Source: an optimization exercise on an open RTL-to-GDS flow (aim: small area, a short achievable clock period and few clock cycles per item). Production flows keep margins and buffers that such runs may drop.
Only simulation tests tie the RTL to the original design; equivalence was not proved.
Power and IR drop assume default switching activity.

==> run H <==
Design topSystolicArray, start of the top module:
module topSystolicArray
  ( input  var logic                  i_clk
  , input  var logic                  i_arst
  , input  var logic [3:0][3:0][7:0]  i_a
  , input  var logic [3:0][3:0][7:0]  i_b
  , input  var logic                  i_validInput
  , output var logic [3:0][3:0][31:0] o_c
  , output var logic                  o_validResult
  );
clock: 7.0 ns
lec_check: 0
cap_margin: 20
core_margin: 2
core_utilization: 40
setup_slack_margin: 1.5
slew_margin: 20
synth_hierarchical: 1
synth_minimum_keep_size: 0
run.sh (not shown) runs the stock make flow with config.mk's settings and CLKGATE_MAP_FILE= SYNTH_SCRIPT=/design/flow/synth_recipe.tcl, a recipe that flattens the netlist after the stock synthesis.
==> run D: changes against run H <==
--- a/flow/design.v
+++ b/flow/design.v
@@ -3,17 +3,17 @@
   ( input  var logic [7:0]       a0
   , input  var logic [7:0]       b0
   , input  var logic [7:0]       a1
   , input  var logic [7:0]       b1
   , input  var logic [7:0]       a2
   , input  var logic [7:0]       b2
   , input  var logic [7:0]       a3
   , input  var logic [7:0]       b3
-  , output var logic [30:0]      v
+  , output var logic [37:0]      v
   );
   logic pp1;
   logic pp2;
   logic pp3;
   logic pp4;
   logic pp5;
   logic pp6;
   logic pp7;
@@ -697,30 +697,16 @@
   logic s685;
   logic c686;
   logic s687;
   logic c688;
   logic s689;
   logic c690;
   logic s691;
   logic c692;
-  logic s693;
-  logic c694;
-  logic s695;
-  logic c696;
-  logic s697;
-  logic c698;
-  logic s699;
-  logic c700;
-  logic s701;
-  logic c702;
-  logic s703;
-  logic c704;
-  logic s705;
-  logic c706;
   assign pp1 = ~(a0[0] & b0[0]);
   assign pp2 = ~(a0[0] & b0[1]);
   assign pp3 = ~(a0[0] & b0[2]);
   assign pp4 = ~(a0[0] & b0[3]);
   assign pp5 = ~(a0[0] & b0[4]);
   assign pp6 = ~(a0[0] & b0[5]);
   assign pp7 = ~(a0[0] & b0[6]);
   assign pp8 = ~(a0[0] & b0[7]);
@@ -1185,50 +1171,64 @@
   fullAdder u_s677 (.a(s651), .b(c650), .c(s653), .s(s677), .co(c678));
   fullAdder u_s679 (.a(s615), .b(s617), .c(c652), .s(s679), .co(c680));
   fullAdder u_s681 (.a(c618), .b(c656), .c(s657), .s(s681), .co(c682));
   fullAdder u_s683 (.a(s661), .b(c658), .c(c660), .s(s683), .co(c684));
   fullAdder u_s685 (.a(c630), .b(s633), .c(c662), .s(s685), .co(c686));
   fullAdder u_s687 (.a(s637), .b(c666), .c(s667), .s(s687), .co(c688));
   fullAdder u_s689 (.a(s639), .b(c638), .c(s669), .s(s689), .co(c690));
   fullAdder u_s691 (.a(c642), .b(s643), .c(c672), .s(s691), .co(c692));
-  fullAdder u_s693 (.a(s649), .b(s675), .c(c674), .s(s693), .co(c694));
-  fullAdder u_s695 (.a(s655), .b(c654), .c(s679), .s(s695), .co(c696));
-  fullAdder u_s697 (.a(s659), .b(c680), .c(s681), .s(s697), .co(c698));
-  fullAdder u_s699 (.a(s663), .b(c682), .c(s683), .s(s699), .co(c700));
-  fullAdder u_s701 (.a(s665), .b(c664), .c(s685), .s(s701), .co(c702));
-  fullAdder u_s703 (.a(c668), .b(s689), .c(c688), .s(s703), .co(c704));
-  fullAdder u_s705 (.a(c670), .b(s671), .c(c690), .s(s705), .co(c706));
-  assign v = {c692, c644, c706, s691, c704, s705, s703, c702, s687, c686, c700, s701, c684, c698, s699, c696, s697, s695, c678, c694, s677, c676, s693, s673, s645, s595, s525, c524, s523, s257, pp193};
+  assign v = {c692, c644, s691, c690, s671, c670, c688, s689, c668, c686, s687, c684, s685, c664, s665, c682, s683, s663, c680, s681, s659, c678, s679, c654, s655, c676, s677, c674, s675, s649, s673, s645, s595, s525, c524, s523, s257, pp193};
 endmodule
 module dotPost
-  ( input  var logic [30:0]      v
+  ( input  var logic [37:0]      v
   , output var logic [17:0]      s
   );
+  logic s693;
+  logic c694;
+  logic s695;
+  logic c696;
+  logic s697;
+  logic c698;
+  logic s699;
+  logic c700;
+  logic s701;
+  logic c702;
+  logic s703;
+  logic c704;
+  logic s705;
+  logic c706;
   logic s707;
   logic c708;
   logic s709;
   logic c710;
   logic s711;
   logic c712;
   logic s713;
   logic c714;
   logic s715;
   logic c716;
   logic s717;
   logic c718;
-  fullAdder u_s707 (.a(v[9]), .b(v[10]), .c(1'b1), .s(s707), .co(c708));
-  fullAdder u_s709 (.a(v[12]), .b(v[13]), .c(1'b1), .s(s709), .co(c710));
-  fullAdder u_s711 (.a(v[14]), .b(v[15]), .c(1'b1), .s(s711), .co(c712));
-  fullAdder u_s713 (.a(v[16]), .b(v[17]), .c(1'b1), .s(s713), .co(c714));
-  fullAdder u_s715 (.a(v[18]), .b(v[19]), .c(v[20]), .s(s715), .co(c716));
-  fullAdder u_s717 (.a(v[21]), .b(v[22]), .c(v[23]), .s(s717), .co(c718));
+  fullAdder u_s693 (.a(v[8]), .b(v[9]), .c(v[10]), .s(s693), .co(c694));
+  fullAdder u_s695 (.a(v[13]), .b(v[14]), .c(v[15]), .s(s695), .co(c696));
+  fullAdder u_s697 (.a(v[17]), .b(v[18]), .c(v[19]), .s(s697), .co(c698));
+  fullAdder u_s699 (.a(v[20]), .b(v[21]), .c(v[22]), .s(s699), .co(c700));
+  fullAdder u_s701 (.a(v[23]), .b(v[24]), .c(v[25]), .s(s701), .co(c702));
+  fullAdder u_s703 (.a(v[29]), .b(v[30]), .c(v[31]), .s(s703), .co(c704));
+  fullAdder u_s705 (.a(v[32]), .b(v[33]), .c(v[34]), .s(s705), .co(c706));
+  fullAdder u_s707 (.a(v[11]), .b(v[12]), .c(c694), .s(s707), .co(c708));
+  fullAdder u_s709 (.a(v[26]), .b(c700), .c(s701), .s(s709), .co(c710));
+  fullAdder u_s711 (.a(v[27]), .b(v[28]), .c(c702), .s(s711), .co(c712));
+  fullAdder u_s713 (.a(v[16]), .b(s695), .c(c708), .s(s713), .co(c714));
+  fullAdder u_s715 (.a(c696), .b(s697), .c(c714), .s(s715), .co(c716));
+  fullAdder u_s717 (.a(c698), .b(s699), .c(c716), .s(s717), .co(c718));
   logic [17:0] raN, rbN;
-  assign raN = {1'b1, v[29], v[27], v[25], v[24], s717, s715, s713, s711, s709, v[11], v[8], v[7], v[6], v[5], v[3], v[2], v[0]};
-  assign rbN = {1'b1, v[30], v[28], v[26], c718, c716, c714, c712, c710, c708, s707, 1'b1, 1'b1, 1'b1, 1'b1, v[4], 1'b1, v[1]};
+  assign raN = {1'b1, v[36], v[35], c704, s703, s711, s709, s717, s715, s713, s707, s693, v[7], v[6], v[5], v[3], v[2], v[0]};
+  assign rbN = {1'b1, v[37], c706, s705, c712, c710, c718, 1'b1, 1'b1, 1'b1, 1'b1, 1'b1, 1'b1, 1'b1, 1'b1, v[4], 1'b1, v[1]};
   assign s = ~(raN + rbN + 18'd1);
 endmodule
 module fullAdder
   ( input  var logic a
   , input  var logic b
   , input  var logic c
   , output var logic s
   , output var logic co
@@ -1236,32 +1236,32 @@
   assign s = a ^ b ^ c;
   assign co = (a & b) | (a & c) | (b & c);
 endmodule
 `resetall
 `default_nettype none
 module preArray
   ( input  var logic [3:0][3:0][7:0]       i_a
   , input  var logic [3:0][3:0][7:0]       i_b
-  , output var logic [3:0][3:0][30:0]     o_v
+  , output var logic [3:0][3:0][37:0]     o_v
   );
   for (genvar i = 0; i < 4; i++) begin: PerRow
     for (genvar j = 0; j < 4; j++) begin: PerCol
       dotPre u_dotPre
       ( .a0 (i_a[i][0]), .b0 (i_b[0][j])
       , .a1 (i_a[i][1]), .b1 (i_b[1][j])
       , .a2 (i_a[i][2]), .b2 (i_b[2][j])
       , .a3 (i_a[i][3]), .b3 (i_b[3][j])
       , .v  (o_v[i][j])
       );
     end: PerCol
   end: PerRow
 endmodule
 module postArray
-  ( input  var logic [3:0][3:0][30:0]     i_v
+  ( input  var logic [3:0][3:0][37:0]     i_v
   , output var logic [3:0][3:0][17:0]      o_c
   );
   for (genvar i = 0; i < 4; i++) begin: PerRow
     for (genvar j = 0; j < 4; j++) begin: PerCol
       dotPost u_dotPost
       ( .v (i_v[i][j])
       , .s (o_c[i][j])
       );
@@ -1282,17 +1282,17 @@
   logic validResult_q;
   always_ff @(posedge i_clk, posedge i_arst)
     if (i_arst)
       validResult_q <= 1'b0;
     else
       validResult_q <= i_validInput;
   always_comb
     o_validResult = validResult_q;
-  logic [3:0][3:0][30:0] tree_d, tree_q;
+  logic [3:0][3:0][37:0] tree_d, tree_q;
   preArray u_preArray
   ( .i_a (i_a)
   , .i_b (i_b)
   , .o_v (tree_d)
   );
   always_ff @(posedge i_clk)
     tree_q <= tree_d;
   logic [3:0][3:0][17:0] c;
==> flow/config.mk (replaced) <==
export PLATFORM = sky130hd
export DESIGN_NAME = topSystolicArray
export DESIGN_NICKNAME = topSystolicArray
export VERILOG_FILES = /design/flow/design.v
export SDC_FILE = /design/flow/constraint.sdc
export NUM_CORES = 4
export LEC_CHECK = 0
export CAP_MARGIN = 20
export CORE_MARGIN = 2
export CORE_UTILIZATION = 40
export SLEW_MARGIN = 20
export SYNTH_HIERARCHICAL = 1
export SYNTH_MINIMUM_KEEP_SIZE = 0
==> run C: changes against run H <==
==> flow/flow/run.sh (new file) <==
#!/bin/bash
# The standard layout, with every port buffered by a buf_4 instead of the
# cell buffer_ports picks by default (a slow delay cell).
set -e
cp standard.sh standard.sh.copy.log
echo 'export BUFFER_PORTS_ARGS = -buffer_cell sky130_fd_sc_hd__buf_4' >> config.mk
bash standard.sh > standard.log 2>&1
==> flow/standard.sh (new file) <==
#!/bin/bash
# synth_recipe.tcl (not shown) runs the flow's synth.tcl, then flattens the netlist and writes it again
# the make line also repeats each setting of config.mk as NAME=value (left out here)
make -C /OpenROAD-flow-scripts/flow DESIGN_CONFIG=/design/flow/config.mk WORK_HOME=/design/flow/orfs CLKGATE_MAP_FILE= SYNTH_SCRIPT=/design/flow/synth_recipe.tcl "${@:-finish}"
==> flow/config.mk (replaced) <==
export PLATFORM = sky130hd
export DESIGN_NAME = topSystolicArray
export DESIGN_NICKNAME = topSystolicArray
export VERILOG_FILES = /design/flow/design.v
export SDC_FILE = /design/flow/constraint.sdc
export NUM_CORES = 4
export LEC_CHECK = 0
export CAP_MARGIN = 20
export CORE_MARGIN = 2
export CORE_UTILIZATION = 40
export SETUP_SLACK_MARGIN = 2.3
export SLEW_MARGIN = 20
export SYNTH_HIERARCHICAL = 1
export SYNTH_MINIMUM_KEEP_SIZE = 0
export BUFFER_PORTS_ARGS = -buffer_cell sky130_fd_sc_hd__buf_4
removed: flow/run.sh
==> run E: changes against run H <==
==> flow/flow/run.sh (new file) <==
#!/bin/bash
# The standard layout, with every port buffered by a buf_4 instead of the
# cell buffer_ports picks by default (a slow delay cell).
set -e
cp standard.sh standard.sh.copy.log
echo 'export BUFFER_PORTS_ARGS = -buffer_cell sky130_fd_sc_hd__buf_4' >> config.mk
bash standard.sh > standard.log 2>&1
==> flow/standard.sh (new file) <==
#!/bin/bash
# synth_recipe.tcl (not shown) runs the flow's synth.tcl, then flattens the netlist and writes it again
# the make line also repeats each setting of config.mk as NAME=value (left out here)
make -C /OpenROAD-flow-scripts/flow DESIGN_CONFIG=/design/flow/config.mk WORK_HOME=/design/flow/orfs CLKGATE_MAP_FILE= SYNTH_SCRIPT=/design/flow/synth_recipe.tcl "${@:-finish}"
==> flow/config.mk (replaced) <==
export PLATFORM = sky130hd
export DESIGN_NAME = topSystolicArray
export DESIGN_NICKNAME = topSystolicArray
export VERILOG_FILES = /design/flow/design.v
export SDC_FILE = /design/flow/constraint.sdc
export NUM_CORES = 4
export LEC_CHECK = 0
export CAP_MARGIN = 20
export CORE_MARGIN = 2
export CORE_UTILIZATION = 40
export PLACE_DENSITY = 0.7
export SETUP_SLACK_MARGIN = 2.0
export SLEW_MARGIN = 20
export SYNTH_HIERARCHICAL = 1
export SYNTH_MINIMUM_KEEP_SIZE = 0
export BUFFER_PORTS_ARGS = -buffer_cell sky130_fd_sc_hd__buf_4
removed: flow/run.sh
==> summary.txt <==
P_int 35.4 mW; Place WS 0.760 ns; Vert. Die Dim 573 um; hpwl dp 342000 um; Non-clk invs 81; DRT Pass-1 Iters 6; Via Count 87900; Final min period 6.84 ns; sequential fraction of total cell area 9.54%; Post-CTS Resized 2; Synth top area share 57.2%; multi-input combinational area share 78.0%; tap cells 4305; critical path arrival 5.44 ns; Clk power 4.33 mW; initial antenna violation count 59; status no timing/DRC/antenna violations; Critical Path Fanout Max 4
Source of the figures above: run D

==> summary.txt <==
Clk power 3.84 mW; hpwl dp 348000 um; Final min period 5.45 ns; Critical Path Fanout Max 6; Vert. Die Dim 568 um; critical path arrival 4.05 ns; multi-input combinational area share 79.1%; Non-clk invs 65; status no timing/DRC/antenna violations; Place WS 0.885 ns; Post-CTS Resized 15
Source of the figures above: run H

==> summary.txt <==
Post-CTS Resized 78; Final min period 5.12 ns; P_int 30.5 mW; Via Count 90100; DRT Pass-1 Iters 10; status no timing/DRC/antenna violations; multi-input combinational area share 82.1%; Clk power 3.53 mW; # setup viols final 0; tap cells 4180; hpwl dp 306000 um; Synth top area share 58.1%; Place WS 1.25 ns; Critical Path Fanout Max 4; Non-clk invs 65; critical path arrival 3.72 ns
Source of the figures above: run E

==> summary.txt <==
tap cells 4180; hpwl dp 305000 um; multi-input combinational area share 82.4%; Via Count 86300; Non-clk invs 65; Clk power 3.40 mW; most common cell in the netlist nand2_1; status no timing/DRC/antenna violations; P_int 33.6 mW; Critical Path Fanout Max 4; Signal buffers 592; Post-CTS Resized 322; Final min period 4.84 ns; DRT Pass-1 Iters 7; Synth top area share 58.1%; initial antenna violation count 41; critical path arrival 3.44 ns; Vert. Die Dim 568 um
Source of the figures above: run C

Testbench counts of run H, summed over its fixed seeds: cycles 1,016, items 512.
Testbench counts of run D, summed over its fixed seeds: cycles 1,016, items 512.
Testbench counts of run C, summed over its fixed seeds: cycles 1,016, items 512.
Testbench counts of run E, summed over its fixed seeds: cycles 1,016, items 512.

==> port drivers added, routing unchanged <==
How much do the figures lean on ideal ports? The routed layouts below were timed once more, with nothing changed but the port constraints. Step 1: set_driving_cell puts a clkbuf_16 on i_clk and a buf_2 on each other input, an assumption about the parent block. Step 2 times the ports against the registers' clock, not the clock port: input delays grow and output delays shrink by t, the midpoint of the rising clock arrivals with the driver on. Slacks: ideal ports / drivers / drivers and shift; pairs: ideal ports / drivers.
| run | t (ns) | slack for setup (ns) | hold WS [ns] |
|---|---|---|---|
| run H | 0.809 | 1.547 / 1.449 / 0.855 | 0.812 / 0.740 / 1.549 |
| run D | 0.841 | 0.159 / 0.052 / 0.893 | 0.796 / 0.715 / 1.556 |
| run C | 0.851 | 2.163 / 2.058 / 1.435 | 0.479 / 0.401 / 1.252 |
| run E | 0.843 | 1.876 / 1.784 / 1.103 | 0.490 / 0.419 / 1.261 |
After both steps every run listed still meets setup and hold. The setup slack of run E, which loses most, moves by -0.092 ns with the drivers and by -0.773 ns with both steps.
